Source: an optimization exercise on an open RTL-to-GDS flow (aim: small area). Production flows keep margins and buffers that such runs may drop.
In this exercise RTL edits were held to simulation tests only and were not proved equivalent to the original.
The clock port is modelled as an ideal driver; clocking choices that lean on that would not hold on a real chip.
Power figures rest on the tool's default switching activity, not on a simulated workload.

Setup of run A:
==> flow/design.v <==
`timescale 1ns / 1ps
module lcd_display #(parameter cnt1ms = 2)(
    input clk,
    input reset,
    input set_time,
    input [11:0] set_year,
    input [4:0] set_month,
    input [7:0] set_day,
    input [4:0] set_hour,
    input [5:0] set_min,
    input [5:0] set_sec,
    output lcd_e,
    output lcd_rs,
    output lcd_rw,
    output reg [7:0] lcd_data
    );
    reg [2:0] ph;
    reg [4:0] cnt;
    reg       lmode;
    reg       odd;
    reg [4:0] q;
    reg [11:0] year;
    reg [3:0]  month;
    reg [4:0]  day;
    reg [4:0]  hour;
    reg [5:0]  min;
    reg [5:0]  sec;
    assign lcd_rw = 1'b0;
    assign lcd_e  = (ph == 3'd2) || (ph == 3'd3);
    assign lcd_rs = lmode && (cnt != 5'd0);
    wire tick = (q == 5'd25) && (ph[1:0] == 2'b01);
    always @(posedge clk) begin
        if (!reset) begin
            ph    <= 3'd5;
            cnt   <= 5'd0;
            lmode <= 1'b0;
            odd   <= 1'b0;
            q     <= 5'd0;
        end else begin
            ph <= ph + 3'd1;
            if (ph == 3'd6) begin
                if (!lmode) begin
                    if (cnt == 5'd30) begin
                        lmode <= 1'b1;
                        cnt   <= 5'd1;
                    end else
                        cnt <= cnt + 5'd1;
                end else begin
                    if (cnt == 5'd16) cnt <= 5'd0;
                    else              cnt <= cnt + 5'd1;
                end
            end
            if (ph == 3'd7 && lmode && cnt == 5'd0)
                odd <= ~odd;
            if (ph[1:0] == 2'b00)
                q <= (q == 5'd25) ? 5'd1 : q + 5'd1;
        end
    end
    function [4:0] dim;
        input [3:0] m;
        begin
            case (m)
                4'd4, 4'd6, 4'd9, 4'd11: dim = 30;
                4'd2:                    dim = 28;
                default:                 dim = 31;
            endcase
        end
    endfunction
    always @(posedge clk) begin
        if (!reset) begin
            year  <= 12'd2024;
            month <= 4'd1;
            day   <= 5'd1;
            hour  <= 5'd0;
            min   <= 6'd0;
            sec   <= 6'd0;
        end else if (set_time) begin
            year  <= set_year;
            month <= set_month[3:0];
            day   <= set_day[4:0];
            hour  <= set_hour;
            min   <= set_min;
            sec   <= set_sec;
        end else if (tick) begin
            if (sec == 6'd59) begin sec <= 6'd0;
                if (min == 6'd59) begin min <= 6'd0;
                    if (hour == 5'd23) begin hour <= 5'd0;
                        if (day == dim(month)) begin day <= 5'd1;
                            if (month == 4'd12) begin month <= 4'd1; year <= year + 12'd1; end
                            else month <= month + 4'd1;
                        end else day <= day + 5'd1;
                    end else hour <= hour + 5'd1;
                end else min <= min + 6'd1;
            end else sec <= sec + 6'd1;
        end
    end
    wire [5:0] yhi = year / 7'd100;
    wire [6:0] ylo = year % 7'd100;
    reg [6:0] v;
    reg       units;
    wire [3:0] vt = v / 4'd10;
    wire [3:0] vu = v % 4'd10;
    reg       isdig;
    reg [7:0] ch;
    always @* begin
        v = 7'd0; units = 1'b0; isdig = 1'b0; ch = 8'h20;
        if (!odd) begin
            case (cnt)
                5'd1:  begin v = yhi;   units = 0; isdig = 1; end
                5'd2:  begin v = yhi;   units = 1; isdig = 1; end
                5'd3:  begin v = ylo;   units = 0; isdig = 1; end
                5'd4:  begin v = ylo;   units = 1; isdig = 1; end
                5'd5:  ch = 8'h2F;
                5'd6:  begin v = month; units = 0; isdig = 1; end
                5'd7:  begin v = month; units = 1; isdig = 1; end
                5'd8:  ch = 8'h2F;
                5'd9:  begin v = day;   units = 0; isdig = 1; end
                5'd10: begin v = day;   units = 1; isdig = 1; end
                default: ch = 8'h20;
            endcase
        end else begin
            case (cnt)
                5'd1:  begin v = hour;  units = 0; isdig = 1; end
                5'd2:  begin v = hour;  units = 1; isdig = 1; end
                5'd3:  ch = 8'h3A;
                5'd4:  begin v = min;   units = 0; isdig = 1; end
                5'd5:  begin v = min;   units = 1; isdig = 1; end
                5'd6:  ch = 8'h3A;
                5'd7:  begin v = sec;   units = 0; isdig = 1; end
                5'd8:  begin v = sec;   units = 1; isdig = 1; end
                default: ch = 8'h20;
            endcase
        end
        if (isdig)
            ch = {4'h3, units ? vu : vt};
    end
    reg [7:0] nd;
    always @* begin
        if (lmode) begin
            if (cnt == 5'd0) nd = {1'b1, odd, 6'd0};
            else             nd = ch;
        end else begin
            case (cnt)
                5'd1:  nd = 8'h01;
                5'd27: nd = (ph == 3'd7) ? 8'h00 : 8'h38;
                5'd28: nd = 8'h06;
                5'd29: nd = 8'h0C;
                5'd30: nd = 8'h80;
                default: nd = 8'h00;
            endcase
        end
    end
    always @(posedge clk) begin
        if (!reset)
            lcd_data <= 8'h00;
        else if (ph[0])
            lcd_data <= nd;
    end
endmodule
Settings: LEC_CHECK=0, ABC_AREA=1, CAP_MARGIN=20, CORE_MARGIN=2, CORE_UTILIZATION=40, SLEW_MARGIN=20; clock period 15.0 ns.
run.sh (not shown) runs the stock make flow with config.mk's settings and CLKGATE_MAP_FILE= SYNTH_SCRIPT=/design/flow/synth_recipe.tcl, a recipe that flattens the netlist after the stock synthesis.
Looking at the reports, run A completed the entire flow and the layout it produced met the timing, DRC and antenna checks.
Here is what was changed in the inputs of run B compared with run A.
==> flow/flow/run.sh (new file) <==
#!/bin/bash
# Own flow: the standard layout, with two changes.
#  1. Synthesis: the standard flow's synthesis script, but ABC maps the combinational
#     logic with a stronger area script (flow/area.abc) and Yosys's
#     full/half-adder extraction is skipped so ABC sees all the logic.
#     Registers are untouched (ABC runs without -dff), so their names,
#     count and cell types are those of the standard synthesis.
#  2. Port buffers are sky130_fd_sc_hd__buf_1 instead of the default choice.
#  3. If flow/cts_args exists, it replaces the clock_tree_synthesis arguments.
set -euo pipefail
W=$(pwd)
F=$W/flow
cat > $W/own_synth.tcl <<EOT
proc abc {args} {
  set i [lsearch -exact \$args -script]
  if {\$i >= 0} { lset args [expr {\$i+1}] $F/area.abc }
  yosys abc {*}\$args
}
proc extract_fa {args} { }
source $W/synth_recipe.tcl
EOT
sed "s|SYNTH_SCRIPT=[^ ]*synth_recipe.tcl|SYNTH_SCRIPT=$W/own_synth.tcl|" $W/standard.sh > $W/own.sh
grep -q own_synth.tcl $W/own.sh
export BUFFER_PORTS_ARGS="-buffer_cell sky130_fd_sc_hd__buf_1"
if [[ -f $F/cts_args ]]; then export CTS_ARGS="$(cat $F/cts_args)"; fi
bash $W/own.sh > $W/flow_make.log 2>&1
==> flow/flow/area.abc (new file) <==
strash
&get -n
&deepsyn -J 100 -T 600
&put
dch -f
&get -n
&nf -R 1000
&put
topo
stime -c
==> flow/flow/cts_args (new file) <==
-sink_clustering_enable -repair_clock_nets -buf_list sky130_fd_sc_hd__clkbuf_4 -dont_use_dummy_load
==> flow/standard.sh (new file) <==
#!/bin/bash
# synth_recipe.tcl (not shown) runs the flow's synth.tcl, then flattens the netlist and writes it again
# the make line also repeats each setting of config.mk as NAME=value (left out here)
make -C /OpenROAD-flow-scripts/flow DESIGN_CONFIG=/design/flow/config.mk WORK_HOME=/design/flow/orfs CLKGATE_MAP_FILE= SYNTH_SCRIPT=/design/flow/synth_recipe.tcl "${@:-finish}"
--- a/flow/config.mk
+++ b/flow/config.mk
@@ -10,3 +10,3 @@
 export CORE_MARGIN = 2
-export CORE_UTILIZATION = 40
+export CORE_UTILIZATION = 65
 export SLEW_MARGIN = 20
removed: flow/run.sh
### Flow results
The source of the critical timing path comes out set_time in one run and year[6] in the other, namely in run A and run B respectively.
Fraction of registers with async set/reset: run A vs run B identical
Peak per-stage delay on the critical path sits higher in run B than in run A.
Run B: number of cells on the critical path 18 above run A
Going from run A to run B, estimated wirelength of the detail-placed design shrank by more than a quarter.
Re hold slack: run B is 0.0068 ns down on run A.
Worst setup slack (run B over run A): decrease, 1.03 ns
Against run A, maximum VDD drop in run B rose slightly.
Compared to run A, run B has weighted congestion reported at the end of routability-driven placement about 1.9% lower.
> inputs changed (run B -> run C)
==> flow/flow/area.abc <==
strash
&get -n
&deepsyn -T 60
&put
dch -f
&get -n
&nf -R 1000
&put
topo
stime -c
==> flow/flow/cts_args <==
-sink_clustering_enable -repair_clock_nets -buf_list sky130_fd_sc_hd__clkbuf_8 -root_buf sky130_fd_sc_hd__clkbuf_4 -sink_clustering_size 32 -sink_clustering_max_diameter 200 -dont_use_dummy_load
--- a/flow/config.mk
+++ b/flow/config.mk
@@ -10,3 +10,4 @@
 export CORE_MARGIN = 2
-export CORE_UTILIZATION = 65
+export CORE_UTILIZATION = 40
+export CTS_BUF_LIST = sky130_fd_sc_hd__clkbuf_8
 export SLEW_MARGIN = 20
## What came out
Run B has a lower setup slack than run C.
The clock period minus worst slack of run C was superior to that of run B.
Run C vs. run B: switching share of power went down by 0.57 points.
In run C, the area of the die came out 59% above the value in run B.
Diff run B -> run C | share of cell area taken by multi-input logic gates | decrease of 0.70 points
Looking at overall power of the completed layout across both flows, run C is the stronger of the two, with run B trailing.
#### Input delta (run D over run C)
--- a/flow/flow/area.abc
+++ b/flow/flow/area.abc
@@ -2,3 +2,3 @@
 &get -n
-&deepsyn -T 60
+&deepsyn -J 100 -T 600
 &put
==> flow/flow/cts_args <==
-sink_clustering_enable -repair_clock_nets -buf_list sky130_fd_sc_hd__clkbuf_4 -dont_use_dummy_load
--- a/flow/config.mk
+++ b/flow/config.mk
@@ -10,4 +10,3 @@
 export CORE_MARGIN = 2
-export CORE_UTILIZATION = 40
-export CTS_BUF_LIST = sky130_fd_sc_hd__clkbuf_8
+export CORE_UTILIZATION = 80
 export SLEW_MARGIN = 20
==> comparison <==
Compared run C against run D; net count after synthesis within noise.
Run D never completed, since it errored out during global placement (3_3_place_gp).
Per the comparison of run D with run C, simple-gate portion of the synthesized area closely matched the old numbers; initial core utilization climbed 41 points; chip width decreased 28 um; area after synthesis about even.
Going from run C to run D, count of standard-cell rows shrank by more than a quarter.
Run D vs run C, height of the die went down by 28 um.
Reported for run D and run C, synthesized cell count turned out identical to the last digit.


Starts from the design.v that is shown in full above.
clock: 15.0 ns
lec_check: 0
abc_area: 1
cap_margin: 20
core_margin: 2
core_utilization: 40
cts_buf_list: sky130_fd_sc_hd__clkbuf_8
slew_margin: 20
standard.sh (not shown) runs the stock make flow with config.mk's settings and CLKGATE_MAP_FILE= SYNTH_SCRIPT=/design/flow/synth_recipe.tcl, a recipe that flattens the netlist after the stock synthesis.
==> flow/flow/run.sh <==
#!/bin/bash
# Own flow: the standard layout, with two changes.
#  1. Synthesis: the standard flow's synthesis script, but ABC maps the combinational
#     logic with a stronger area script (flow/area.abc) and Yosys's
#     full/half-adder extraction is skipped so ABC sees all the logic.
#     Registers are untouched (ABC runs without -dff), so their names,
#     count and cell types are those of the standard synthesis.
#  2. Port buffers are sky130_fd_sc_hd__buf_1 instead of the default choice.
#  3. If flow/cts_args exists, it replaces the clock_tree_synthesis arguments.
set -euo pipefail
W=$(pwd)
F=$W/flow
cat > $W/own_synth.tcl <<EOT
proc abc {args} {
  set i [lsearch -exact \$args -script]
  if {\$i >= 0} { lset args [expr {\$i+1}] $F/area.abc }
  yosys abc {*}\$args
}
proc extract_fa {args} { }
source $W/synth_recipe.tcl
EOT
sed "s|SYNTH_SCRIPT=[^ ]*synth_recipe.tcl|SYNTH_SCRIPT=$W/own_synth.tcl|" $W/standard.sh > $W/own.sh
grep -q own_synth.tcl $W/own.sh
export BUFFER_PORTS_ARGS="-buffer_cell sky130_fd_sc_hd__buf_1"
if [[ -f $F/cts_args ]]; then export CTS_ARGS="$(cat $F/cts_args)"; fi
bash $W/own.sh > $W/flow_make.log 2>&1
==> flow/flow/area.abc <==
strash
&get -n
&deepsyn -T 60
&put
dch -f
&get -n
&nf -R 1000
&put
topo
stime -c
==> flow/flow/cts_args <==
-sink_clustering_enable -repair_clock_nets -buf_list sky130_fd_sc_hd__clkbuf_4 -dont_use_dummy_load
The first run finished clean.
==> next run, changes <==
==> flow/run.sh (new file) <==
#!/bin/bash
# synth_recipe.tcl (not shown) runs the flow's synth.tcl, then flattens the netlist and writes it again
# the make line also repeats each setting of config.mk as NAME=value (left out here)
make -C /OpenROAD-flow-scripts/flow DESIGN_CONFIG=/design/flow/config.mk WORK_HOME=/design/flow/orfs CLKGATE_MAP_FILE= SYNTH_SCRIPT=/design/flow/synth_recipe.tcl finish
CTS_BUF_LIST = sky130_fd_sc_hd__clkbuf_4   (was sky130_fd_sc_hd__clkbuf_8)
removed: flow/flow/run.sh
removed: flow/flow/area.abc
removed: flow/flow/cts_args
removed: flow/standard.sh
Effect: The new run ran to the end with no violations; power goes up by 22%; routed wire length goes up by about 54%; final area goes up by 56%; global-route usage goes up by 0.35 points; register-to-register slack improves by 3.0 ns; area after synthesis goes up by 52%; die area goes up by about 50%; fmax goes up by 11%; non-clock buffer count is unchanged.
==> next run, changes <==
==> flow/flow/run.sh (new file) <==
#!/bin/bash
# Own flow: the standard layout, with two changes.
#  1. Synthesis: the standard flow's synthesis script, but ABC maps the combinational
#     logic with a stronger area script (flow/area.abc) and Yosys's
#     full/half-adder extraction is skipped so ABC sees all the logic.
#     Registers are untouched (ABC runs without -dff), so their names,
#     count and cell types are those of the standard synthesis.
#  2. Port buffers are sky130_fd_sc_hd__buf_1 instead of the default choice.
#  3. If flow/cts_args exists, it replaces the clock_tree_synthesis arguments.
set -euo pipefail
W=$(pwd)
F=$W/flow
cat > $W/own_synth.tcl <<EOT
proc abc {args} {
  set i [lsearch -exact \$args -script]
  if {\$i >= 0} { lset args [expr {\$i+1}] $F/area.abc }
  yosys abc {*}\$args
}
proc extract_fa {args} { }
source $W/synth_recipe.tcl
EOT
sed "s|SYNTH_SCRIPT=[^ ]*synth_recipe.tcl|SYNTH_SCRIPT=$W/own_synth.tcl|" $W/standard.sh > $W/own.sh
grep -q own_synth.tcl $W/own.sh
export BUFFER_PORTS_ARGS="-buffer_cell sky130_fd_sc_hd__buf_1"
if [[ -f $F/cts_args ]]; then export CTS_ARGS="$(cat $F/cts_args)"; fi
bash $W/own.sh > $W/flow_make.log 2>&1
==> flow/flow/area.abc (new file) <==
strash
&get -n
&deepsyn -J 100 -T 600
&put
dch -f
&get -n
&nf -R 1000
&put
topo
stime -c
==> flow/flow/cts_args (new file) <==
-sink_clustering_enable -repair_clock_nets -buf_list sky130_fd_sc_hd__clkbuf_4 -dont_use_dummy_load
==> flow/standard.sh (new file) <==
#!/bin/bash
# synth_recipe.tcl (not shown) runs the flow's synth.tcl, then flattens the netlist and writes it again
# the make line also repeats each setting of config.mk as NAME=value (left out here)
make -C /OpenROAD-flow-scripts/flow DESIGN_CONFIG=/design/flow/config.mk WORK_HOME=/design/flow/orfs CLKGATE_MAP_FILE= SYNTH_SCRIPT=/design/flow/synth_recipe.tcl "${@:-finish}"
CTS_BUF_LIST = default   (was sky130_fd_sc_hd__clkbuf_4)
removed: flow/run.sh
Result: Power is lower by about a fifth; final area is lower by a quarter to a third; register-to-register slack loses 3.0 ns.
==> next run, changes <==
==> flow/run.sh (new file) <==
#!/bin/bash
# synth_recipe.tcl (not shown) runs the flow's synth.tcl, then flattens the netlist and writes it again
# the make line also repeats each setting of config.mk as NAME=value (left out here)
make -C /OpenROAD-flow-scripts/flow DESIGN_CONFIG=/design/flow/config.mk WORK_HOME=/design/flow/orfs CLKGATE_MAP_FILE= SYNTH_SCRIPT=/design/flow/synth_recipe.tcl finish
CTS_BUF_LIST = sky130_fd_sc_hd__clkbuf_8   (was default)
removed: flow/flow/run.sh
removed: flow/flow/area.abc
removed: flow/flow/cts_args
removed: flow/standard.sh
Outcome: Clock power goes up by 98%. Cell area is higher by 58%. Non-clock buffer count is unchanged. Cell count rises by 60%. Power goes up by 34%.
==> next run, changes <==
==> flow/flow/run.sh (new file) <==
#!/bin/bash
# Own flow: the standard layout, with two changes.
#  1. Synthesis: the standard flow's synthesis script, but ABC maps the combinational
#     logic with a stronger area script (flow/area.abc) and Yosys's
#     full/half-adder extraction is skipped so ABC sees all the logic.
#     Registers are untouched (ABC runs without -dff), so their names,
#     count and cell types are those of the standard synthesis.
#  2. Port buffers are sky130_fd_sc_hd__buf_1 instead of the default choice.
#  3. If flow/cts_args exists, it replaces the clock_tree_synthesis arguments.
set -euo pipefail
W=$(pwd)
F=$W/flow
cat > $W/own_synth.tcl <<EOT
proc abc {args} {
  set i [lsearch -exact \$args -script]
  if {\$i >= 0} { lset args [expr {\$i+1}] $F/area.abc }
  yosys abc {*}\$args
}
proc extract_fa {args} { }
source $W/synth_recipe.tcl
EOT
sed "s|SYNTH_SCRIPT=[^ ]*synth_recipe.tcl|SYNTH_SCRIPT=$W/own_synth.tcl|" $W/standard.sh > $W/own.sh
grep -q own_synth.tcl $W/own.sh
export BUFFER_PORTS_ARGS="-buffer_cell sky130_fd_sc_hd__buf_1"
if [[ -f $F/cts_args ]]; then export CTS_ARGS="$(cat $F/cts_args)"; fi
bash $W/own.sh > $W/flow_make.log 2>&1
==> flow/flow/area.abc (new file) <==
strash
&get -n
&deepsyn -T 60
&put
dch -f
&get -n
&nf -R 1000
&put
topo
stime -c
==> flow/flow/cts_args (new file) <==
-sink_clustering_enable -repair_clock_nets -buf_list sky130_fd_sc_hd__clkbuf_8 -sink_clustering_size 16 -sink_clustering_max_diameter 200 -dont_use_dummy_load
==> flow/standard.sh (new file) <==
#!/bin/bash
# synth_recipe.tcl (not shown) runs the flow's synth.tcl, then flattens the netlist and writes it again
# the make line also repeats each setting of config.mk as NAME=value (left out here)
make -C /OpenROAD-flow-scripts/flow DESIGN_CONFIG=/design/flow/config.mk WORK_HOME=/design/flow/orfs CLKGATE_MAP_FILE= SYNTH_SCRIPT=/design/flow/synth_recipe.tcl "${@:-finish}"
removed: flow/run.sh
Outcome: The new run went through all stages and came out clean; combinational power decreases by 34%; worst hold slack got worse by 0.016 ns; setup slack degrades by 0.71 ns; count of clock-buffer cells in the layout goes down by 3; sequential power increases by about 3%.
==> next run, changes <==
==> flow/flow/area.abc (replaced) <==
strash
&get -n
&deepsyn -J 100 -T 600
&put
dch -f
&get -n
&nf -R 1000
&put
topo
stime -c
==> flow/flow/cts_args (replaced) <==
-repair_clock_nets -buf_list sky130_fd_sc_hd__clkbuf_4 -dont_use_dummy_load
CORE_UTILIZATION = 65   (was 40)
CTS_BUF_LIST = default   (was sky130_fd_sc_hd__clkbuf_8)
What happened: The new run passed the timing, DRC and antenna checks; die area fell by well over a third; via count rose by a few percent; first-iteration DRC count increases by well over a third; design area fell by a few percent; fmax falls by a few percent; register-to-register slack loses 0.32 ns; power went down by a few percent; setup slack degrades by 0.32 ns.

re-timing with driven ports:
The results above use ideal ports. As a check the final layouts listed here were re-extracted and re-timed, cells and wires unchanged. Step 1 assumes that a clkbuf_16 drives the clock port and a buf_2 every other input. Step 2 also shifts input and output timing later by t, the mid clock arrival at the registers, as if the neighbouring blocks saw the same clock. Slacks: ideal / step 1 / step 2; pairs: ideal / step 1.
| run | shift t [ns] | slack for setup (ns) | hold WS [ns] | clock arrival spread, ns | pins driven straight from the clock port |
|---|---|---|---|---|---|
| run A | 0.362 | 7.319 / 7.334 / 6.972 | 0.484 / 0.484 / 0.484 | 0.006 / 0.006 | 1 |
| run B | 0.435 | 6.286 / 6.286 / 6.286 | 0.478 / 0.478 / 0.478 | 0.027 / 0.027 | 1 |
| run C | 0.412 | 6.529 / 6.529 / 6.529 | 0.475 / 0.475 / 0.475 | 0.045 / 0.046 | 1 |
| the first run of note 2 | 0.412 | 6.529 / 6.529 / 6.529 | 0.475 / 0.475 / 0.475 | 0.045 / 0.046 | 1 |
| the second run of note 2 | 0.430 | 7.384 / 7.393 / 6.963 | 0.491 / 0.491 / 0.491 | 0.016 / 0.016 | 1 |
| the third run of note 2 | 0.412 | 6.529 / 6.529 / 6.529 | 0.475 / 0.475 / 0.475 | 0.045 / 0.046 | 1 |
| the fourth run of note 2 | 0.377 | 7.312 / 7.323 / 6.947 | 0.484 / 0.484 / 0.484 | 0.008 / 0.009 | 1 |
| the fifth run of note 2 | 0.359 | 6.606 / 6.606 / 6.606 | 0.468 / 0.468 / 0.468 | 0.027 / 0.027 | 1 |
| the sixth run of note 2 | 0.435 | 6.286 / 6.286 / 6.286 | 0.478 / 0.478 / 0.478 | 0.027 / 0.027 | 1 |
After both steps setup and hold are still met in every run listed. For the second run of note 2, which loses most, drivers alone change the setup slack by +0.009 ns; drivers and shift together by -0.421 ns.
